From an optimization exercise on the open Yosys and OpenROAD flow, aimed at small area; shortcuts taken in it are not production practice. Where RTL was checked, it was by simulation tests only, not by an equivalence proof against the original. Only the layout flow was run in runs 1 and 2; the RTL was not checked for function there. Power is estimated from default activity; no workload was simulated.

===== design/flow/constraint.sdc =====
create_clock -name core_clock -period 12.0 [get_ports {clk}]
set_input_delay 2.4000 -clock core_clock [delete_from_list [all_inputs] [get_ports {clk}]]
set_output_delay 2.4000 -clock core_clock [all_outputs]
set_load 0.01 [all_outputs]

===== design/flow/design.v =====
`timescale 1ns/1ps
module divdiv (dividend, divisor, div_state, clk, rstn, enable, result);
input  [31:0] dividend;
input  [31:0] divisor;
input  clk;
input  rstn;
input  enable;
output reg div_state;
output reg [13:0] result;
reg [31:0] temp;
reg [13:0] counter;
reg [13:0] result_pre;
wire [32:0] diff = {1'b0, temp} - {1'b0, divisor};
wire lt = diff[32];
wire gt = ~lt & (|diff[31:0]);
always @(posedge clk or negedge rstn)
    if (!rstn)
        temp <= 32'd0;
    else if (!enable)
        temp <= dividend;
    else if (gt)
        temp <= diff[31:0];
always @(posedge clk or negedge rstn)
    if (!rstn)
        counter <= 14'd0;
    else if (!enable)
        counter <= 14'd0;
    else if (gt)
        counter <= counter + 14'd1;
always @(posedge clk or negedge rstn)
    if (!rstn)
        result_pre <= 14'd0;
    else if (enable)
        result_pre <= counter;
always @(posedge clk or negedge rstn)
    if (!rstn)
        div_state <= 1'b0;
    else
        div_state <= lt;
always @(posedge clk or negedge rstn)
    if (!rstn)
        result <= 14'd0;
    else if (div_state)
        result <= result_pre;
endmodule
`timescale 1ns/1ps
module adaptive_filter (clk, rstn, shift, x_t0, x_t1, x_in, b_t0, b_t1, b_x1, b_in,
                        a_e, a_ring, a_w0, wv, mac, mac_first, capture, flag_16, e_load, upd_w0, wr_ring,
                        sq_add, sq_sub, nz_load, v32, byp, reff_31, w0, d);
parameter CH2 = 1;
input clk, rstn, shift;
input [13:0] x_t0, x_t1, x_in;
input b_t0, b_t1, b_x1, b_in, a_e, a_ring, a_w0;
input wv, mac, mac_first, capture, flag_16, e_load, upd_w0, wr_ring, sq_add, sq_sub, nz_load, v32, byp;
input [13:0] reff_31;
output [31:0] w0;
output [13:0] d;
reg [13:0] e;
reg [31:0] d_sum, n, sq;
reg flag_n, nz31;
reg [13:0] x1;
reg [31:0] w0_r;
wire [31:0] w_tap;
generate if (CH2) begin : g_x1
    always @(posedge clk or negedge rstn)
        if (rstn == 0)
            x1 <= 14'd0;
        else if (shift)
            x1 <= x_in;
end endgenerate
wire [13:0] b = ({14{b_t0}} & x_t0) | ({14{b_t1}} & x_t1) | ({14{b_in}} & x_in) |
                ((CH2 != 0) ? ({14{b_x1}} & x1) : 14'd0);
wire [31:0] a = ({32{a_ring}} & w_tap) | ((CH2 != 0) ? ({32{a_w0}} & w0_r) : 32'd0) |
                {18'd0, ({14{a_e}} & e) | ({14{sq_add | sq_sub}} & b)};
wire [36:0] p;
mul32x14 mul (.a(a), .b(b), .p(p));
wire [31:0] w_old = ((CH2 != 0) && upd_w0) ? w0_r : (wv ? w_tap : 32'd0);
wire [31:0] w_new = w_old + {7'd0, p[24:0]};
ram_weight ram_weight_1 (.clk(clk), .wr_en(wr_ring), .wr_data(w_new), .byp(byp), .tap(w_tap));
generate if (CH2) begin : g_w0
    always @(posedge clk or negedge rstn)
        if (rstn == 0)
            w0_r <= 32'd0;
        else if (upd_w0)
            w0_r <= w_new;
end endgenerate
assign w0 = w0_r;
always @(posedge clk or negedge rstn)
    if (rstn == 0)
        d_sum <= 32'd0;
    else if (flag_n & mac)
        d_sum <= (mac_first ? 32'd0 : d_sum) + p[36:5];
always @(posedge clk or negedge rstn)
    if (rstn == 0)
        sq <= 32'd0;
    else if (sq_add)
        sq <= sq + {4'd0, p[27:0]};
    else if (sq_sub)
        sq <= sq - {4'd0, p[27:0]};
always @(posedge clk or negedge rstn)
    if (rstn == 0)
        n <= 32'd0;
    else if (capture & flag_n)
        n <= sq;
always @(posedge clk or negedge rstn)
    if (rstn == 0) begin
        nz31 <= 1'b0;
        flag_n <= 1'b0;
    end else begin
        if (nz_load)
            nz31 <= v32 & (|x_t0);
        if (shift)
            flag_n <= nz31;
    end
wire div_state;
divdiv divdiv_1 (.dividend(d_sum), .divisor(n), .div_state(div_state), .clk(clk), .rstn(rstn),
                 .enable(~flag_16 & flag_n), .result(d));
always @(posedge clk or negedge rstn)
    if (rstn == 0)
        e <= 14'd0;
    else if (div_state & e_load)
        e <= d[13] ? reff_31 + d : reff_31 - d;
endmodule
module mul32x14 (a, b, p);
input [31:0] a;
input [13:0] b;
output [36:0] p;
wire [16:0] bb = {2'b00, b, 1'b0};
wire [33:0] a2 = {1'b0, a, 1'b0};
wire [33:0] a1 = {2'b00, a};
reg [36:0] rows [0:7];
reg [6:0] neg;
reg b0, b1, bm, s1, s2, ng;
reg [33:0] r;
integer i;
always @(*) begin
    for (i = 0; i < 7; i = i + 1) begin
        bm = bb[2*i]; b0 = bb[2*i+1]; b1 = bb[2*i+2];
        s1 = b0 ^ bm;                                 
        s2 = (b1 & ~b0 & ~bm) | (~b1 & b0 & bm);     
        ng = b1 & ~(b0 & bm);                        
        r = (({34{s1}} & a1) | ({34{s2}} & a2)) ^ {34{ng}};
        neg[i] = ng;
        rows[i] = {3'b000, r[32:0]} << (2*i);
    end
    rows[7] = ({37{b[13]}} & {5'd0, a}) << 14;       
end
wire [36:0] negs = {23'd0, neg[6], 1'b0, neg[5], 1'b0, neg[4], 1'b0, neg[3], 1'b0, neg[2], 1'b0, neg[1], 1'b0, neg[0]};
wire [36:0] corr = {neg[0], neg[0], neg[0], neg[0], 33'd0} + {neg[1], neg[1], 35'd0};
assign p = rows[0] + rows[1] + rows[2] + rows[3] + rows[4] + rows[5] + rows[6] + rows[7] + negs + corr;
endmodule
`timescale 1ns/1ps
module ram_weight (clk, wr_en, wr_data, byp, tap);
input clk, wr_en, byp;
input [31:0] wr_data;
output [31:0] tap;
reg [33*32-1:0] ring;
assign tap = ring[31:0];
wire [31:0] back = wr_en ? wr_data : ring[31:0];
always @(posedge clk)
    ring <= {back, byp ? ring[31:0] : ring[32*32 +: 32], ring[32*32-1:32]};
endmodule
`timescale 1ns/1ps
module ram_data (clk, rstn, shift, in, wr, in_q, tap0, tap1);
input clk, rstn, shift, wr;
input [13:0] in;
output reg [13:0] in_q;
output [13:0] tap0, tap1;
always @(posedge clk or negedge rstn)
    if (rstn == 0)
        in_q <= 14'd0;
    else if (shift)
        in_q <= in;
reg [33*14-1:0] ring;
assign tap0 = ring[13:0];
assign tap1 = ring[27:14];
always @(posedge clk)
    ring <= {wr ? in_q : ring[13:0], ring[33*14-1:14]};
endmodule
`timescale 1ns/1ps
module alog_top (rstn, clk, buffer_2, buffer_3, reff, head_flag, dout, weight_2_in_0);
input rstn, clk, head_flag;
input [13:0] buffer_2, buffer_3, reff;
output [31:0] weight_2_in_0;
output reg [13:0] dout;
wire [13:0] d_2, d_3;
reg [11:0] counter, counter_pre;
reg [5:0] curr_state, next_state;
reg stop_state, stb_state, adap_filter_state, weight_cal_state, shift_data_state;
always @(posedge clk or negedge rstn)
    if (rstn == 0)
        {stb_state, shift_data_state, weight_cal_state, adap_filter_state, stop_state} <= 5'd0;
    else
        {stb_state, shift_data_state, weight_cal_state, adap_filter_state, stop_state} <= curr_state[4:0];
always @(posedge clk or negedge rstn)
    if (rstn == 0)
        counter_pre <= 12'd0;
    else if (counter_pre == 12'd2128)
        counter_pre <= 12'd0;
    else if (stop_state | stb_state)
        counter_pre <= 12'd0;
    else
        counter_pre <= counter_pre + 12'd1;
always @(posedge clk or negedge rstn)
    if (rstn == 0)
        counter <= 12'd0;
    else
        counter <= counter_pre;
always @(posedge clk or negedge rstn)
    if (rstn == 0)
        curr_state <= 6'd1;
    else
        curr_state <= next_state;
always @(*)
    case (curr_state)
    6'd1    : next_state = head_flag ? 6'd2 : 6'd1;
    6'd2    : next_state = (counter == 12'd2078) ? 6'd4 : 6'd2;
    6'd4    : next_state = (counter == 12'd2113) ? 6'd8 : 6'd4;
    6'd8    : next_state = (counter == 12'd2114) ? 6'd16 : 6'd8;
    6'd16   : next_state = (~head_flag) ? 6'd1 : 6'd16;
    default : next_state = 6'd1;
    endcase
always @(posedge clk or negedge rstn)
    if (rstn == 0)
        dout <= 14'd0;
    else
        dout <= d_2 + d_3;
reg [5:0] fcnt;
reg af_dly, flag_16;
always @(posedge clk or negedge rstn)
    if (rstn == 0)
        fcnt <= 6'd0;
    else if (adap_filter_state == 1'b0)
        fcnt <= 6'd0;
    else if (fcnt != 6'd34)
        fcnt <= fcnt + 6'd1;
always @(posedge clk or negedge rstn)
    if (rstn == 0) begin
        af_dly <= 1'b0;
        flag_16 <= 1'b0;
    end else begin
        af_dly <= adap_filter_state;
        flag_16 <= (fcnt == 6'd33);
    end
wire shift = shift_data_state;
reg [5:0] j;
wire [5:0] j1 = (j == 6'd32) ? 6'd0 : j + 6'd1;
wire [5:0] j2 = (j1 == 6'd32) ? 6'd0 : j1 + 6'd1;
always @(posedge clk or negedge rstn)
    if (rstn == 0)
        j <= 6'd0;
    else
        j <= shift ? j2 : j1;
reg [5:0] v;
always @(posedge clk or negedge rstn)
    if (rstn == 0)
        v <= 6'd0;
    else if (shift && v != 6'd33)
        v <= v + 6'd1;
wire [5:0] j_n = shift ? j2 : j1;
wire [5:0] j_n1 = (j_n == 6'd32) ? 6'd0 : j_n + 6'd1;
wire [5:0] v_n = (shift && v != 6'd33) ? v + 6'd1 : v;
reg jeq0, jeq1, jeq31, jeq32;       
reg v32, v33;                      
reg mac, mac_first, capture;       
reg upd_w0, upd, upd_end;          
reg sq_pend, sq_sub;               
reg b_t0, b_t1, b_x1, b_in;        
reg a_e, a_ring2, a_ring3, a_w0;   
reg wv;                            
wire sq_pend_n = flag_16 | (sq_pend & ~jeq32);
wire wv_n = wv | upd_end;
wire mac_n = adap_filter_state & (fcnt <= 6'd32);
wire upd_n = (counter_pre >= 12'd2083) & (counter_pre <= 12'd2115);
wire upd_w0_n = (counter_pre == 12'd2082);
wire sq_sub_n = sq_pend_n & (j_n == 6'd32);
wire sq_add_n = adap_filter_state & (fcnt == 6'd33);      
always @(posedge clk or negedge rstn)
    if (rstn == 0) begin
        {jeq0, jeq1, jeq31, jeq32, v32, v33} <= 6'd0;
        {mac, mac_first, capture, upd_w0, upd, upd_end, sq_pend, sq_sub} <= 8'd0;
        {b_t0, b_t1, b_x1, b_in, a_e, a_ring2, a_ring3, a_w0, wv} <= 9'd0;
    end else begin
        jeq0 <= (j_n == 6'd0);
        jeq1 <= (j_n == 6'd1);
        jeq31 <= (j_n == 6'd31);
        jeq32 <= (j_n == 6'd32);
        v32 <= (v_n >= 6'd32);
        v33 <= (v_n == 6'd33);
        mac <= mac_n;
        mac_first <= adap_filter_state & (fcnt == 6'd0);
        capture <= adap_filter_state & (fcnt == 6'd32);
        upd_w0 <= upd_w0_n;
        upd <= upd_n;
        upd_end <= (counter_pre == 12'd2115);
        sq_pend <= sq_pend_n;
        sq_sub <= sq_sub_n;
        b_t0 <= (mac_n & (j_n != 6'd0) & (v_n > j_n)) | (sq_sub_n & (v_n == 6'd33));
        b_t1 <= upd_n & (v_n > j_n1);
        b_x1 <= upd_w0_n;
        b_in <= sq_add_n;
        a_e <= upd_n | upd_w0_n;
        a_ring2 <= mac_n & wv_n & (j_n != 6'd1);
        a_ring3 <= mac_n & wv_n;
        a_w0 <= mac_n & (j_n == 6'd1);
        wv <= wv_n;
    end
wire e_load = af_dly & (fcnt == 6'd34);
wire sq_add = flag_16;
reg byp_pend;
reg [5:0] byp_cnt;
wire byp_start = byp_pend & jeq1;
always @(posedge clk or negedge rstn)
    if (rstn == 0) begin
        byp_pend <= 1'b0;
        byp_cnt <= 6'd0;
    end else begin
        if (flag_16)
            byp_pend <= 1'b1;
        else if (byp_start)
            byp_pend <= 1'b0;
        if (byp_start)
            byp_cnt <= 6'd32;
        else if (byp_cnt != 6'd0)
            byp_cnt <= byp_cnt - 6'd1;
    end
wire byp = byp_start | (byp_cnt > 6'd1);
wire [13:0] x2_t0, x2_t1, x2_in, x3_t0, x3_t1, x3_in, r_t0;
ram_data ram_data_2 (.clk(clk), .rstn(rstn), .shift(shift), .in(buffer_2), .wr(jeq0), .in_q(x2_in), .tap0(x2_t0), .tap1(x2_t1));
ram_data ram_data_3 (.clk(clk), .rstn(rstn), .shift(shift), .in(buffer_3), .wr(jeq0), .in_q(x3_in), .tap0(x3_t0), .tap1(x3_t1));
ram_data ram_data_r (.clk(clk), .rstn(rstn), .shift(shift), .in(reff), .wr(jeq0), .in_q(), .tap0(r_t0), .tap1());
reg [13:0] reff_31;
always @(posedge clk or negedge rstn)
    if (rstn == 0)
        reff_31 <= 14'd0;
    else if (jeq31)
        reff_31 <= v32 ? r_t0 : 14'd0;
adaptive_filter #(.CH2(1)) adaptive_filter_2 (.clk(clk), .rstn(rstn), .shift(shift),
    .x_t0(x2_t0), .x_t1(x2_t1), .x_in(x2_in), .b_t0(b_t0), .b_t1(b_t1), .b_x1(b_x1), .b_in(b_in),
    .a_e(a_e), .a_ring(a_ring2), .a_w0(a_w0), .wv(wv), .mac(mac), .mac_first(mac_first), .capture(capture),
    .flag_16(flag_16), .e_load(e_load), .upd_w0(upd_w0), .wr_ring(upd & ~jeq32 & ~jeq0), .sq_add(sq_add), .sq_sub(sq_sub),
    .nz_load(jeq31), .v32(v32), .byp(byp), .reff_31(reff_31), .w0(weight_2_in_0), .d(d_2));
adaptive_filter #(.CH2(0)) adaptive_filter_3 (.clk(clk), .rstn(rstn), .shift(shift),
    .x_t0(x3_t0), .x_t1(x3_t1), .x_in(x3_in), .b_t0(b_t0), .b_t1(b_t1), .b_x1(1'b0), .b_in(b_in),
    .a_e(a_e), .a_ring(a_ring3), .a_w0(1'b0), .wv(wv), .mac(mac), .mac_first(mac_first), .capture(capture),
    .flag_16(flag_16), .e_load(e_load), .upd_w0(1'b0), .wr_ring(upd & ~jeq32), .sq_add(sq_add), .sq_sub(sq_sub),
    .nz_load(jeq31), .v32(v32), .byp(byp), .reff_31(reff_31), .w0(), .d(d_3));
endmodule

===== design/flow/config.mk =====
export PLATFORM = sky130hd
export DESIGN_NAME = alog_top
export DESIGN_NICKNAME = alog_top
export VERILOG_FILES = /design/flow/design.v
export SDC_FILE = /design/flow/constraint.sdc
export NUM_CORES = 4
export LEC_CHECK = 0
export CAP_MARGIN = 20
export CORE_MARGIN = 2
export CORE_UTILIZATION = 60
export PLACE_DENSITY = 0.7
export SLEW_MARGIN = 20

===== design/flow/run.sh =====
#!/bin/bash
# synth_recipe.tcl (not shown) runs the flow's synth.tcl, then flattens the netlist and writes it again
# the make line also repeats each setting of config.mk as NAME=value (left out here)
make -C /OpenROAD-flow-scripts/flow DESIGN_CONFIG=/design/flow/config.mk WORK_HOME=/design/flow/orfs CLKGATE_MAP_FILE= SYNTH_SCRIPT=/design/flow/synth_recipe.tcl finish

==> impl_metrics.csv, run 1 <==
group,metric,value,unit
timing,slew_headroom,15.4,%
worst_setup_path,cp-end-kind,"flip-flop",
detailed_routing,wl_met2,141000,um
logic_synthesis,synth_fp_nets,11800,
grt,grt_use_total,27.3,%
logic_synthesis,synth_edf_count,0,
worst_setup_path,crit_required,12.78,ns
pwr,p_leak,65.4,nW
placed_design,hpwl,206000,um
detailed_routing,vias,79000,
timing,worstMarginPinSlew,1.26,ns
floorplanning,num_rows,173,
grt,grt_first_pass_wirelength,475000,um
logic_synthesis,synthArstFlopShare,14.0,%
floorplanning,coreArea,222000,um^2
clock_tree,clkTransAtPathRegs,0.07,ns
placed_design,gp_congestion,0.947,
worst_setup_path,start_kind,"flip-flop",
logic_synthesis,synth_warnings,8,
worst_setup_path,cp_top_family,"compound AO/OA/AOI/OAI gates",
timing,setup_viol,0,
clock_tree,cts_tree,"built",
timing,fin_crit,11.23,ns
worst_setup_path,crit_type,"flip-flop to flip-flop",
min_path,hold_path_class,"flip-flop to flip-flop",
grt,overflow,0,
timing,max_freq,89.0,MHz
detailed_routing,vias_per_cell,5.47,
detailed_routing,drc,0,
timing,maxSlewViolCount,0,
placed_design,port_buffers,90,
timing,tns,0,ns
detailed_routing,met3WireLength,17100,um
layout,drive_above_1_share,10.6,%
pwr,peakVddDrop,0.185,mV
detailed_routing,routedWlPerCell,21.3,um
logic_synthesis,synth_top_flop_cell,"dfxtp_1",
clock_tree,cts_buffers,373,
detailed_routing,topRoutingLayerUsed,"met5",
detailed_routing,wl_met1,138000,um
worst_setup_path,cp.arrival,12.01,ns
worst_setup_path,critPathMaxFanout,21,
grt,grt_pass1_vias,80100,
placed_design,post-place-ws,0.276,ns
detailed_routing,drt_iter0_drc,6269,
floorplanning,initial_core_util,60.2,%
pwr,p_per_area,170,nW/um^2
logic_synthesis,syn_inst,10900,
clock_tree,cts.sink_count,4069,
clock_tree,cts_buffer_depth,4,
timing,rsz0062_at_grt,"false",
timing,setup_slack,0.770,ns
detailed_routing,ant_nets,0,
layout,area_delta_synth_final,13.2,%
logic_synthesis,synth.avg_cell_area,12.2,um^2
clock_tree,cts_max_level,5,
clock_tree,clock_latency,1.01,ns
worst_setup_path,cpMaxStageDelayCell,"fa_1",
worst_setup_path,worst_path_most_repeated_cell,"a21oi_1",
detailed_routing,totalWireLength,308000,um
outcome,status,"no timing/DRC/antenna violations",
logic_synthesis,yosysUniqueCellTypes,95,
floorplanning,die_h,476,um
clock_tree,cts_root_buffer,"clkbuf_16",
timing,hold_viol,0,
logic_synthesis,synth-seq-cells,4069,
logic_synthesis,synth_area,133000,um^2
timing,period_share,93.6,%
logic_synthesis,ys_seq_area_share,63.2,%
worst_setup_path,critPathBufInv,5,
timing,fin_skew,0.105,ns
grt,antenna_found_initial,15,
grt,grt_max_degree,132,
floorplanning,io_pins,91,
worst_setup_path,max_stage_delay,0.51,ns
layout,nets,12100,
layout,nFillCells,15600,
floorplanning,die_area,226000,um^2
floorplanning,die-width,476,um
flow_run,drv_cap,0,
detailed_routing,first_pass_iters,10,
==> Yosys cell counts (all sizes together), types with 11 or more instances <==
master | number | share of area, %
a211o | 16 | 0.11
nor3b | 15 | 0.084
nor2 | 449 | 1.3
xnor2 | 465 | 3.1
nand2 | 665 | 1.9
a211oi | 29 | 0.17
a22o | 122 | 0.80
o21a | 51 | 0.29
inv | 546 | 1.5
nor3 | 104 | 0.39
mux2i | 41 | 0.31
o211ai | 26 | 0.15
ha | 543 | 5.1
buf | 54 | 0.18
a222oi | 20 | 0.15
mux2 | 278 | 2.3
or3 | 36 | 0.17
o22ai | 31 | 0.15
nor2b | 136 | 0.64
a31oi | 45 | 0.21
fa | 281 | 4.2
a31o | 13 | 0.085
a221oi | 30 | 0.20
o2bb2ai | 16 | 0.11
dfrtp | 570 | 11
xor2 | 399 | 2.6
nand3 | 154 | 0.58
or2 | 15 | 0.070
a2111oi | 13 | 0.10
and3 | 52 | 0.24
clkbuf | 350 | 0.99
nand4 | 38 | 0.18
nand2b | 70 | 0.33
nor4 | 33 | 0.17
o21bai | 69 | 0.39
or4 | 18 | 0.10
dfxtp | 3498 | 52
a21boi | 11 | 0.062
nand3b | 12 | 0.068
o21ai | 430 | 1.6
o31ai | 30 | 0.17
a21oi | 450 | 1.7
and2 | 73 | 0.34
a22oi | 335 | 1.9
a21o | 148 | 0.84
==> path summary, 6_finish.rpt <==
path                                                     startpoint                                        to  slack, ns  depth (start not counted)
setup / recovery                                               b_t1               adaptive_filter_3.d_sum[31]       0.77                         45
max in group asynchronous                                      rstn                          shift_data_state       8.11                          3
min in group asynchronous                                      rstn               adaptive_filter_3.d_sum[19]       1.52                          1
setup reg to reg                                               b_t1               adaptive_filter_3.d_sum[31]       0.77                         45
hold reg to reg            adaptive_filter_3.ram_weight_1.ring[775]  adaptive_filter_3.ram_weight_1.ring[743]       0.25                          0
hold / removal             adaptive_filter_3.ram_weight_1.ring[775]  adaptive_filter_3.ram_weight_1.ring[743]       0.25                          0
==> cell families (layout without fill, tap and decap cells) <==
| kind of cell | after synthesis | count (layout) | share of synthesized area (%) |
|---|---|---|---|
| other | 0 | 4 | 0 |
| adders and majority gates | 824 | 824 | 9.31 |
| and+or+nand+nor | 1902 | 1902 | 6.71 |
| AOI/OAI and AO/OA | 1963 | 1963 | 9.72 |
| xor gates and xnor gates | 864 | 864 | 5.67 |
| muxes | 320 | 320 | 2.67 |
| DFF | 4069 | 4069 | 63.2 |
| buffers and inverters | 952 | 1530 | 2.71 |
==> layout make-up <==
| class | count | area [um^2] | share of cell area, % |
|---|---|---|---|
| sequential | 4069 | 84300 | 55.8 |
| timing repair buffer | 319 | 2700 | 1.78 |
| multi-input combinational | 5873 | 45800 | 30.3 |
| antenna | 4 | 10.0 | 0.00663 |
| inverter | 548 | 2060 | 1.36 |
| clock inverter | 138 | 1650 | 1.09 |
| tap | 2975 | 3720 | 2.46 |
| clock buffer | 525 | 10800 | 7.14 |
==> stage by stage <==
stage / power [W] / hold slack, ns / utilization, % / std cells / instance area (um^2)
2_1_floorplan: 0.0139 / 0.310 / - / 10900 / 133000
3_3_place_gp: 0.0140 / 0.309 / 62.5 / 13800 / 138000
3_5_place_dp: 0.0140 / 0.312 / 62.5 / 13800 / 138000
4_1_cts: 0.0259 / 0.253 / 68.1 / 14400 / 151000
5_1_grt: 0.0264 / 0.263 / 68.1 / 14400 / 151000
6_report: 0.0256 / 0.255 / 68.1 / 14500 / 151000
==> timing repair <==
| item | CTS | global route |
|---|---|---|
| setup buffers | 0 | 2 |
| setup endpoints to repair | 0 | 13 |
| hold buffers | 0 | 0 |
| gates resized for setup | 0 | 19 |
==> per-layer routing <==
layer  up-vias  track usage (%)
li1      37300                -
met1     38600             38.0
met2      2452             43.2
met3       634             3.93
met4         4             10.4
met5         -                0
==> flip-flops by register name, indices dropped and copies added (netlist names), 462 cells and up <==
register,cells
ram_data_r.ring,462
ram_data_3.ring,462
adaptive_filter_2.ram_weight_1.ring,1056
ram_data_2.ring,462
adaptive_filter_3.ram_weight_1.ring,1056
==> report_power, final <==
group	internal, W	switching, W	total, W	leakage, nW
Sequential	0.0136	0.0000301	0.0136	36.1
Combinational	0.0000424	0.000115	0.000158	23.1
Clock	0.00689	0.00499	0.0119	6.15
==> cell usage in the layout (no fill, tap or decap), drive strengths merged, types with 399 or more instances in the layout <==
| cell type | synthesis | final |
|---|---|---|
| nand2 | 665 | 665 |
| dfxtp | 3498 | 3498 |
| inv | 546 | 567 |
| o21ai | 430 | 430 |
| nor2 | 449 | 449 |
| xor2 | 399 | 399 |
| dfrtp | 570 | 570 |
| xnor2 | 465 | 465 |
| clkbuf | 350 | 526 |
| a21oi | 450 | 450 |
| ha | 543 | 543 |
==> run 2: changes to the inputs <==
--- a/design/flow/config.mk
+++ b/design/flow/config.mk
@@ -9,4 +9,6 @@
 export CORE_MARGIN = 2
 export CORE_UTILIZATION = 60
+export CTS_CLUSTER_DIAMETER = 80
+export CTS_CLUSTER_SIZE = 30
 export PLACE_DENSITY = 0.7
 export SLEW_MARGIN = 20
==> impl_metrics.csv, run 2 <==
group,metric,value,unit
logic_synthesis,synth.avg_cell_area,12.2,um^2
logic_synthesis,synth_area,133000,um^2
timing,rsz0062_at_grt,"false",
floorplanning,io_pins,91,
clock_tree,cts_buffer_depth,3,
floorplanning,die_area,226000,um^2
layout,area_delta_synth_final,8.13,%
worst_setup_path,max_stage_delay,0.68,ns
timing,max_freq,88.6,MHz
outcome,status,"no timing/DRC/antenna violations",
layout,drive_above_1_share,7.71,%
worst_setup_path,cpMaxStageDelayCell,"a221oi_1",
detailed_routing,totalWireLength,291000,um
detailed_routing,vias,76800,
grt,overflow,0,
timing,hold_viol,0,
pwr,p_leak,61.9,nW
grt,grt_first_pass_wirelength,448000,um
detailed_routing,drt_iter0_drc,6171,
layout,nets,11900,
floorplanning,initial_core_util,60.2,%
worst_setup_path,crit_required,12.73,ns
logic_synthesis,synthArstFlopShare,14.0,%
logic_synthesis,synth-seq-cells,4069,
logic_synthesis,ys_top_cells_by_area,"dfxtp_1 52%, dfrtp_1 11%, ha_1 5.1%",
placed_design,port_buffers,90,
clock_tree,clkTransAtPathRegs,0.11,ns
timing,fin_skew,0.104,ns
clock_tree,cts_tree,"built",
clock_tree,cts.sink_count,4069,
worst_setup_path,critPathMaxFanout,27,
layout,final_common_cell,"dfxtp_1",
grt,antenna_found_initial,11,
logic_synthesis,synth_top_flop_cell,"dfxtp_1",
timing,maxSlewViolCount,0,
grt,grt_max_degree,132,
min_path,hold_path_class,"flip-flop to flip-flop",
timing,worstMarginPinSlew,1.26,ns
logic_synthesis,synth_fp_nets,11800,
worst_setup_path,start_kind,"flip-flop",
logic_synthesis,yosys.area.top_type,"dfxtp_1",
timing,slew_headroom,15.5,%
detailed_routing,first_pass_iters,8,
floorplanning,die_h,476,um
worst_setup_path,cp-end-kind,"flip-flop",
logic_synthesis,synth_common_cells,"3498 x dfxtp_1, 665 x nand2_1, 570 x dfrtp_1, 543 x ha_1, 543 x inv_1",
layout,layout_common_cells,"3498 x dfxtp_1, 661 x nand2_1, 564 x dfrtp_1",
detailed_routing,drc,0,
logic_synthesis,synth.most_common_cell,"dfxtp_1",
floorplanning,num_rows,173,
grt,grt_pass1_vias,76200,
timing,fin_crit,11.29,ns
placed_design,dp_cells,13800,
floorplanning,coreArea,222000,um^2
clock_tree,cts_buffers,174,
logic_synthesis,yosysUniqueCellTypes,95,
clock_tree,ctsHoldBuffers,0,
timing,tns,0,ns
logic_synthesis,synth_top_area_share,52.5,%
clock_tree,clock_latency,0.91,ns
timing,period_share,94.0,%
pwr,peakVddDrop,0.181,mV
worst_setup_path,cp.arrival,12.02,ns
placed_design,hpwl,206000,um
placed_design,gp_congestion,0.947,
detailed_routing,ant_nets,0,
detailed_routing,routedWlPerCell,20.7,um
floorplanning,die-width,476,um
logic_synthesis,syn_inst,10900,
logic_synthesis,ys_seq_area_share,63.2,%
clock_tree,cts_root_buffer,"clkbuf_16",
clock_tree,cts_max_level,4,
layout,final_cells,14100,
timing,setup_viol,0,
logic_synthesis,synth_warnings,8,
pwr,p_per_area,145,nW/um^2
grt,grt_use_total,25.7,%
layout,reg_top3,"adaptive_filter_2.ram_weight_1.ring x1056, adaptive_filter_3.ram_weight_1.ring x1056",
flow_run,drv_cap,0,
worst_setup_path,crit_type,"flip-flop to flip-flop",
detailed_routing,vias_per_cell,5.46,
logic_synthesis,synth_edf_count,0,
==> run 2: cell type report <==
type / instances / area, um^2
Multi-Input combinational cell: 5873 / 45800
Fill cell: 16700 / 77400
Inverter: 548 / 2060
Timing Repair Buffer: 317 / 2670
Tap cell: 2975 / 3720
Antenna cell: 4 / 10.0
Clock inverter: 55 / 1110
Sequential cell: 4069 / 84300
Clock buffer: 216 / 4540
==> run 2: cell families (layout without fill, tap and decap cells) <==
logic type	after synthesis	after routing	synth area share (%)
AOI/OAI and AO/OA	1963	1963	9.72
muxes	320	320	2.67
xor gates and xnor gates	864	864	5.67
buffers and inverters	952	1136	2.71
other	0	4	0
DFF	4069	4069	63.2
adders and majority gates	824	824	9.31
and+or+nand+nor	1902	1902	6.71
==> run 2: power by group <==
group          internal, W  switching, W
Combinational    0.0000424      0.000116
Clock              0.00290       0.00423
Sequential          0.0135     0.0000302
Total               0.0165       0.00437
==> run 2: worst max-delay path: cells and delay by family, from the launching register on <==
| kind | cells | cell delay, ns |
|---|---|---|
| compound gates | 18 | 3.94 |
| xor+xnor | 2 | 0.34 |
| fa+ha+maj | 7 | 2.89 |
| buf+inv | 4 | 0.55 |
| flops | 1 | 0.40 |
| mux | 2 | 0.76 |
| simple gates | 8 | 2.22 |
==> run 2: worst paths after layout <==
kind / end / slack (ns) / from / cells after the start
min in group asynchronous: adaptive_filter_3.d_sum[31] / 1.57 / rstn / 1
max in group asynchronous: shift_data_state / 8.08 / rstn / 3
worst min register to register: adaptive_filter_3.ram_weight_1.ring[305] / 0.30 / adaptive_filter_3.ram_weight_1.ring[337] / 0
worst min-delay path: adaptive_filter_3.ram_weight_1.ring[305] / 0.30 / adaptive_filter_3.ram_weight_1.ring[337] / 0
worst max register to register: adaptive_filter_2.sq[31] / 0.71 / b_t0 / 41
worst max-delay path: adaptive_filter_2.sq[31] / 0.71 / b_t0 / 41
==> run 2: through the flow <==
step           utilization, %  setup slack [ns]  hold WS [ns]  power (W)  instance area, um^2
2_1_floorplan               -             0.240         0.310     0.0139               133000
3_3_place_gp             62.5             0.125         0.309     0.0140               138000
3_5_place_dp             62.5             0.276         0.312     0.0140               138000
4_1_cts                  65.0            0.0911         0.291     0.0210               144000
5_1_grt                  65.1           0.00242         0.299     0.0216               144000
6_report                 65.1             0.714         0.295     0.0209               144000
==> run 2: routing by layer <==
layer  routed length [um]  GRT usage (%)
met1               135000           37.1
met2               130000           40.1
met3                15100           3.25
met4                 9960           8.64
met5                    0              0
==> run 2: timing repair <==
item | in CTS | in global routing
endpoints found under the setup margin | 0 | 14
gates resized for setup | 0 | 27
setup buffers | 0 | 1
==> run 3: changes to the inputs <==
--- a/design/flow/design.v
+++ b/design/flow/design.v
@@ -73,6 +73,9 @@
 wire [31:0] a = ({32{a_ring}} & w_tap) | ((CH2 != 0) ? ({32{a_w0}} & w0_r) : 32'd0) |
                 {18'd0, ({14{a_e}} & e) | ({14{sq_add | sq_sub}} & b)};
+wire sq_op = sq_add | sq_sub;
+wire [36:0] addend = mac ? {(mac_first ? 32'd0 : d_sum), 5'd0} :
+                     sq_op ? {5'd0, sq ^ {32{sq_sub}}} : 37'd0;
 wire [36:0] p;
-mul32x14 mul (.a(a), .b(b), .p(p));
+mul32x14 mul (.a(a), .b(b), .c(addend), .p(p));
 wire [31:0] w_old = ((CH2 != 0) && upd_w0) ? w0_r : (wv ? w_tap : 32'd0);
 wire [31:0] w_new = w_old + {7'd0, p[24:0]};
@@ -90,12 +93,10 @@
         d_sum <= 32'd0;
     else if (flag_n & mac)
-        d_sum <= (mac_first ? 32'd0 : d_sum) + p[36:5];
+        d_sum <= p[36:5];
 always @(posedge clk or negedge rstn)
     if (rstn == 0)
         sq <= 32'd0;
-    else if (sq_add)
-        sq <= sq + {4'd0, p[27:0]};
-    else if (sq_sub)
-        sq <= sq - {4'd0, p[27:0]};
+    else if (sq_op)
+        sq <= p[31:0] ^ {32{sq_sub}};
 always @(posedge clk or negedge rstn)
     if (rstn == 0)
@@ -122,7 +123,8 @@
         e <= d[13] ? reff_31 + d : reff_31 - d;
 endmodule
-module mul32x14 (a, b, p);
+module mul32x14 (a, b, c, p);
 input [31:0] a;
 input [13:0] b;
+input [36:0] c;
 output [36:0] p;
 wire [16:0] bb = {2'b00, b, 1'b0};
@@ -148,5 +150,5 @@
 wire [36:0] negs = {23'd0, neg[6], 1'b0, neg[5], 1'b0, neg[4], 1'b0, neg[3], 1'b0, neg[2], 1'b0, neg[1], 1'b0, neg[0]};
 wire [36:0] corr = {neg[0], neg[0], neg[0], neg[0], 33'd0} + {neg[1], neg[1], 35'd0};
-assign p = rows[0] + rows[1] + rows[2] + rows[3] + rows[4] + rows[5] + rows[6] + rows[7] + negs + corr;
+assign p = rows[0] + rows[1] + rows[2] + rows[3] + rows[4] + rows[5] + rows[6] + rows[7] + negs + corr + c;
 endmodule
 `timescale 1ns/1ps
--- a/design/flow/config.mk
+++ b/design/flow/config.mk
@@ -11,4 +11,5 @@
 export CTS_CLUSTER_DIAMETER = 80
 export CTS_CLUSTER_SIZE = 30
+export GPL_TIMING_DRIVEN = 0
 export PLACE_DENSITY = 0.7
 export SLEW_MARGIN = 20
==> impl_metrics.csv, run 3 <==
group,metric,value,unit
timing,rsz0062_at_grt,"false",
logic_synthesis,synth_fp_nets,11500,
logic_synthesis,synthArstFlopShare,14.0,%
timing,setup_viol,0,
placed_design,hpwl,261000,um
timing,tns,0,ns
pwr,p_per_area,147,nW/um^2
logic_synthesis,yosysUniqueCellTypes,85,
worst_setup_path,max_stage_delay,0.86,ns
layout,drive_above_1_share,6.92,%
worst_setup_path,critPathMaxFanout,10,
logic_synthesis,synth_edf_count,0,
floorplanning,num_rows,172,
grt,grt_use_total,31.7,%
clock_tree,cts_root_buffer,"clkbuf_16",
flow_run,drv_cap,0,
min_path,hold_path_class,"flip-flop to flip-flop",
worst_setup_path,start_kind,"flip-flop",
grt,grt_max_degree,97,
timing,maxSlewViolCount,0,
floorplanning,die_h,473,um
detailed_routing,drc,0,
clock_tree,cts_max_level,4,
detailed_routing,routedWlPerCell,25.7,um
placed_design,gp_congestion,1.05,
placed_design,post-place-ws,-3.09,ns
grt,grt_first_pass_wirelength,523000,um
timing,fin_skew,0.0746,ns
outcome,status,"no timing/DRC/antenna violations",
clock_tree,ctsHoldBuffers,0,
clock_tree,clkTransAtPathRegs,0.11,ns
clock_tree,cts_buffer_depth,3,
logic_synthesis,yosys.area.top_type,"dfxtp_1",
worst_setup_path,cpMaxStageDelayCell,"a222oi_1",
logic_synthesis,synth_area,132000,um^2
detailed_routing,totalWireLength,358000,um
worst_setup_path,regToRegSetupSlack,0.25,ns
pwr,power,0.0209,W
clock_tree,cts_tree,"built",
logic_synthesis,synth.most_common_cell,"dfxtp_1",
grt,overflow,0,
pwr,peakVddDrop,0.165,mV
logic_synthesis,synth.avg_cell_area,12.4,um^2
detailed_routing,vias_per_cell,5.70,
detailed_routing,vias,79300,
logic_synthesis,synth-seq-cells,4069,
timing,setup_slack,0.253,ns
layout,fin_area,143000,um^2
pwr,p_leak,60.2,nW
floorplanning,die_area,224000,um^2
logic_synthesis,ys_seq_area_share,63.8,%
placed_design,port_buffers,90,
layout,final_common_cell,"dfxtp_1",
layout,area_delta_synth_final,8.14,%
layout,layout_common_cells,"3498 x dfxtp_1, 658 x nand2_1, 595 x inv_1",
clock_tree,cts.sink_count,4069,
worst_setup_path,cp.arrival,12.47,ns
worst_setup_path,crit_required,12.72,ns
worst_setup_path,cp-end-kind,"flip-flop",
clock_tree,cts_buffers,172,
floorplanning,io_pins,91,
grt,antenna_found_initial,19,
logic_synthesis,synth_warnings,8,
placed_design,dpl_cell_area,137000,um^2
timing,max_freq,85.1,MHz
logic_synthesis,ys_top_cells_by_area,"dfxtp_1 53%, dfrtp_1 11%, fa_1 5.3%",
floorplanning,die-width,473,um
timing,fin_crit,11.75,ns
floorplanning,coreArea,219000,um^2
logic_synthesis,syn_inst,10700,
logic_synthesis,synth_common_cells,"3498 x dfxtp_1, 661 x nand2_1, 596 x inv_1, 570 x dfrtp_1, 477 x ha_1",
floorplanning,initial_core_util,60.3,%
layout,reg_top3,"adaptive_filter_2.ram_weight_1.ring x1056, adaptive_filter_3.ram_weight_1.ring x1056",
grt,grt_pass1_vias,79500,
timing,period_share,97.9,%
logic_synthesis,synth_top_area_share,53.0,%
detailed_routing,first_pass_iters,10,
timing,hold_viol,0,
clock_tree,clock_latency,0.89,ns
layout,nets,11800,
worst_setup_path,crit_type,"flip-flop to flip-flop",
detailed_routing,drt_iter0_drc,7650,
logic_synthesis,synth_top_flop_cell,"dfxtp_1",
detailed_routing,ant_nets,0,
timing,worstMarginPinSlew,1.25,ns
timing,slew_headroom,16.7,%
==> run 3: cell types whose count changed in the layout (fill, tap and decap cells not counted), sizes merged, moves of 59 or more <==
cell | previous run | this run
clkbuf | 216 | 581
xor2 | 399 | 220
buf | 228 | 87
fa | 281 | 349
ha | 543 | 477
a21o | 148 | 83
mux2 | 278 | 339
inv | 570 | 629
==> run 3: path summary, 6_finish.rpt <==
path	from	to	depth (start not counted)
max reg2reg	a_w0	adaptive_filter_2.ram_weight_1.ring[1055]	38
min	ram_data_2.ring[40]	ram_data_2.ring[26]	0
min reg2reg	ram_data_2.ring[40]	ram_data_2.ring[26]	0
max in group asynchronous	rstn	ram_data_2.in_q[8]	5
min in group asynchronous	rstn	adaptive_filter_2.w0_r[11]	1
max	a_w0	adaptive_filter_2.ram_weight_1.ring[1055]	38
==> run 3: kinds of logic (layout without fill, tap and decap cells) <==
family | count (synthesis) | in the layout | share of synthesized area [%]
flip-flops | 4069 | 4069 | 63.8
AND/OR/NAND/NOR | 1817 | 1817 | 6.43
multiplexers | 414 | 414 | 3.46
buffers and inverters | 1040 | 1411 | 2.96
other | 0 | 17 | 0
adder cells (fa/ha/maj) | 826 | 826 | 9.80
XOR/XNOR | 689 | 689 | 4.58
AO/OA/AOI/OAI | 1816 | 1816 | 8.99
==> run 3: timing repair <==
item / CTS / global route
resized for setup: 74 / 71
setup buffers: 7 / 9
setup endpoints to repair: 122 / 38
cloned: 0 / 0
pin swaps: 3 / 4
==> run 3: final cells by class <==
cell class	count	area, um^2
Buffer	429	1710
Sequential cell	4069	84300
Multi-Input combinational cell	5562	44300
Clock inverter	52	976
Antenna cell	17	42.5
Timing Repair Buffer	130	1330
Inverter	602	2260
Clock buffer	198	4420
Fill cell	15800	76400
Tap cell	2871	3590
==> run 3: stage by stage <==
| stage | util, % | hold WS (ns) | instances |
|---|---|---|---|
| after floorplan | - | 0.310 | 10700 |
| after global placement | 62.3 | 0.309 | 13600 |
| after detailed placement | 62.5 | 0.312 | 13700 |
| after CTS | 65.1 | 0.293 | 13900 |
| after global routing | 65.2 | 0.302 | 13900 |
| final | 65.2 | 0.295 | 13900 |
==> run 3: worst max-delay path: cells and delay by family (launching register included) <==
kind                       cells  cell delay, ns
AOI/OAI and AO/OA             19            4.98
adders and majority gates      8            3.22
buffers and inverters          5            1.19
and+or+nand+nor                3            0.63
xor gates and xnor gates       2            0.55
DFF                            1            0.53
muxes                          1            0.42
==> run 3: layer usage <==
layer | part of all wire (%) | up-vias | global-route usage, %
li1 | - | 36200 | -
met1 | 44 | 39200 | 44.5
met2 | 44 | 3163 | 48.8
met3 | 7.8 | 702 | 6.09
met4 | 4.5 | 8 | 12.5
met5 | 0.014 | - | 0
==> run 3: power by group <==
part,internal (W),switching (W)
clock,0.00283,0.00431
combinational,0.0000514,0.000187
sequential,0.0135,0.0000270
total,0.0164,0.00452
==> run 4: changes to the inputs <==
--- a/design/flow/config.mk
+++ b/design/flow/config.mk
@@ -11,5 +11,4 @@
 export CTS_CLUSTER_DIAMETER = 80
 export CTS_CLUSTER_SIZE = 30
-export GPL_TIMING_DRIVEN = 0
 export PLACE_DENSITY = 0.7
 export SLEW_MARGIN = 20
==> impl_metrics.csv, run 4 <==
group,metric,value,unit
timing,hold_viol,0,
clock_tree,post_cts_buffers,0,
clock_tree,cts_max_level,4,
logic_synthesis,ys_seq_area_share,63.8,%
worst_setup_path,crit_required,12.72,ns
timing,rsz0062_at_grt,"false",
logic_synthesis,synth_common_cells,"3498 x dfxtp_1, 661 x nand2_1, 596 x inv_1, 570 x dfrtp_1, 477 x ha_1",
timing,fin_skew,0.0672,ns
worst_setup_path,critPathMaxFanout,25,
detailed_routing,routedWlPerCell,22.7,um
clock_tree,cts_root_buffer,"clkbuf_16",
logic_synthesis,ys_top_cells_by_area,"dfxtp_1 53%, dfrtp_1 11%, fa_1 5.3%",
logic_synthesis,synth_fp_nets,11500,
logic_synthesis,synth_edf_count,0,
layout,final_common_cell,"dfxtp_1",
worst_setup_path,cp.arrival,11.97,ns
worst_setup_path,cpMaxStageDelayCell,"a21oi_1",
timing,max_freq,89.0,MHz
min_path,hold_path_class,"flip-flop to flip-flop",
pwr,peakVddDrop,0.180,mV
logic_synthesis,synthArstFlopShare,14.0,%
grt,grt_max_degree,150,
grt,grt_first_pass_wirelength,464000,um
layout,reg_top3,"adaptive_filter_2.ram_weight_1.ring x1056, adaptive_filter_3.ram_weight_1.ring x1056",
outcome,status,"no timing/DRC/antenna violations",
worst_setup_path,crit_type,"flip-flop to flip-flop",
logic_synthesis,yosys.area.top_type,"dfxtp_1",
logic_synthesis,synth.avg_cell_area,12.4,um^2
logic_synthesis,synth_top_flop_cell,"dfxtp_1",
worst_setup_path,worst_path_most_repeated_cell,"ha_1",
placed_design,gp_congestion,0.994,
logic_synthesis,synth-seq-cells,4069,
detailed_routing,drt_iter0_drc,7256,
logic_synthesis,synth_warnings,8,
clock_tree,cts_buffers,175,
floorplanning,num_rows,172,
worst_setup_path,cp-end-kind,"flip-flop",
detailed_routing,ant_nets,0,
layout,nFillCells,16400,
grt,antenna_found_initial,20,
logic_synthesis,yosysUniqueCellTypes,85,
floorplanning,io_pins,91,
floorplanning,die-width,473,um
flow_run,drv_cap,0,
clock_tree,cts.sink_count,4069,
clock_tree,cts_buffer_depth,3,
timing,setup_viol,0,
timing,maxSlewViolCount,0,
worst_setup_path,max_stage_delay,0.63,ns
detailed_routing,vias_per_cell,5.59,
clock_tree,clkTransAtPathRegs,0.11,ns
layout,layout_common_cells,"3498 x dfxtp_1, 657 x nand2_1, 596 x inv_1",
timing,hold_ws,0.272,ns
layout,area_delta_synth_final,7.56,%
clock_tree,ctsHoldBuffers,0,
clock_tree,cts_tree,"built",
worst_setup_path,start_kind,"flip-flop",
clock_tree,clock_latency,0.90,ns
grt,grt_use_total,27.5,%
floorplanning,die_h,473,um
placed_design,hpwl,221000,um
timing,tns,0,ns
layout,multiInputGateArea,44200,um^2
logic_synthesis,syn_inst,10700,
logic_synthesis,synth.most_common_cell,"dfxtp_1",
grt,overflow,0,
logic_synthesis,synth_area,132000,um^2
floorplanning,die_area,224000,um^2
detailed_routing,vias,76200,
detailed_routing,totalWireLength,309000,um
pwr,p_per_area,147,nW/um^2
grt,grt_pass1_vias,74300,
pwr,p_leak,60.1,nW
detailed_routing,drc,0,
timing,slew_headroom,24.8,%
timing,period_share,93.7,%
layout,nets,11500,
timing,fin_crit,11.24,ns
logic_synthesis,synth_top_area_share,53.0,%
placed_design,port_buffers,90,
floorplanning,coreArea,219000,um^2
layout,seqCellArea,84300,um^2
detailed_routing,first_pass_iters,9,
floorplanning,initial_core_util,60.3,%
layout,drive_above_1_share,7.64,%
clock_tree,cts_resized,0,
timing,worstMarginPinSlew,1.13,ns
==> run 4: final timing paths <==
check                                      from                                        end  slack [ns]  cells after the start
max                                        b_t1  adaptive_filter_2.ram_weight_1.ring[1050]        0.76                     41
min                        ram_data_2.ring[190]                       ram_data_2.ring[176]        0.27                      0
max reg2reg                                b_t1  adaptive_filter_2.ram_weight_1.ring[1050]        0.76                     41
min reg2reg                ram_data_2.ring[190]                       ram_data_2.ring[176]        0.27                      0
max in group asynchronous                  rstn                                    dout[7]        8.11                      3
min in group asynchronous                  rstn                    adaptive_filter_2.n[17]        1.50                      1
==> run 4: power breakdown <==
part           total [W]  internal [W]  switching (W)
registers         0.0136        0.0135      0.0000291
clock network    0.00715       0.00293        0.00423
logic           0.000235     0.0000500       0.000185
total             0.0210        0.0165        0.00444
==> run 4: area by class of cell <==
cell class	count	share of cell area, %
timing repair buffer	246	1.48
multi-input combinational	5562	31.1
clock inverter	52	0.744
sequential	4069	59.3
tap	2871	2.53
antenna	19	0.0334
inverter	602	1.59
clock buffer	212	3.24
==> run 4: layer usage <==
layer	routed length, um	track usage (%)
met3	23100	5.28
met2	130000	39.8
met1	144000	40.9
met4	11700	10.4
met5	38	0
==> run 4: stage by stage <==
step	worst slack (ns)	utilization [%]	cells	total power, W	instance area (um^2)
4_1_cts	0.940	64.8	13600	0.0211	142000
3_5_place_dp	0.955	62.2	13300	0.0141	136000
2_1_floorplan	1.93	-	10700	0.0140	132000
3_3_place_gp	1.13	62.2	13300	0.0141	136000
5_1_grt	0.182	64.8	13600	0.0216	142000
6_report	0.758	64.8	13600	0.0210	142000
==> run 4: kinds of logic after synthesis <==
| group | Yosys count | share of synthesized area [%] |
|---|---|---|
| flip-flops | 4069 | 63.8 |
| buffers and inverters | 1040 | 2.96 |
| XOR/XNOR | 689 | 4.58 |
| AO/OA/AOI/OAI | 1816 | 8.99 |
| adder cells (fa/ha/maj) | 826 | 9.80 |
| AND/OR/NAND/NOR | 1817 | 6.43 |
| multiplexers | 414 | 3.46 |
==> run 4: critical path: cells and delay by family, from the launching register on <==
family                   cells  cell delay, ns
AND/OR/NAND/NOR              6            0.79
buffers and inverters        6            1.17
XOR/XNOR                     3            0.82
AO/OA/AOI/OAI               17            4.33
adder cells (fa/ha/maj)      9            3.37
flip-flops                   1            0.56

==> re-timing with driven ports <==
The flow's constraints put no driver on any port. The routed layouts listed below were extracted and timed again, unchanged, in two steps. Step 1 (the two cells are an assumption about what drives the block):
set clk [get_ports {clk}]
set_driving_cell -lib_cell sky130_fd_sc_hd__clkbuf_16 $clk
set_driving_cell -lib_cell sky130_fd_sc_hd__buf_2 [delete_from_list [all_inputs] $clk]
Step 2 adds t to the input delays and takes it off the output delays; t is the mean of the earliest and latest rising clock arrival at the registers after step 1. Input paths then give back, and output paths get back, about the clock's delay inside the block. Slacks: ideal / step 1 / step 2; pairs: ideal / step 1.
| run | shift t [ns] | slack for setup (ns) | worst setup path after step 2 | worst data-port slew with drivers (ns) | cell pins on the clock port's net |
|---|---|---|---|---|---|
| run 1 | 1.038 | 0.770 / 0.770 / 0.770 | register to register | 0.08 | 1 |
| run 2 | 0.950 | 0.714 / 0.714 / 0.714 | register to register | 0.08 | 1 |
| run 3 | 0.952 | 0.253 / 0.253 / 0.253 | register to register | 0.09 | 1 |
| run 4 | 0.958 | 0.758 / 0.758 / 0.758 | register to register | 0.12 | 1 |
After both steps every run listed still meets setup and hold.
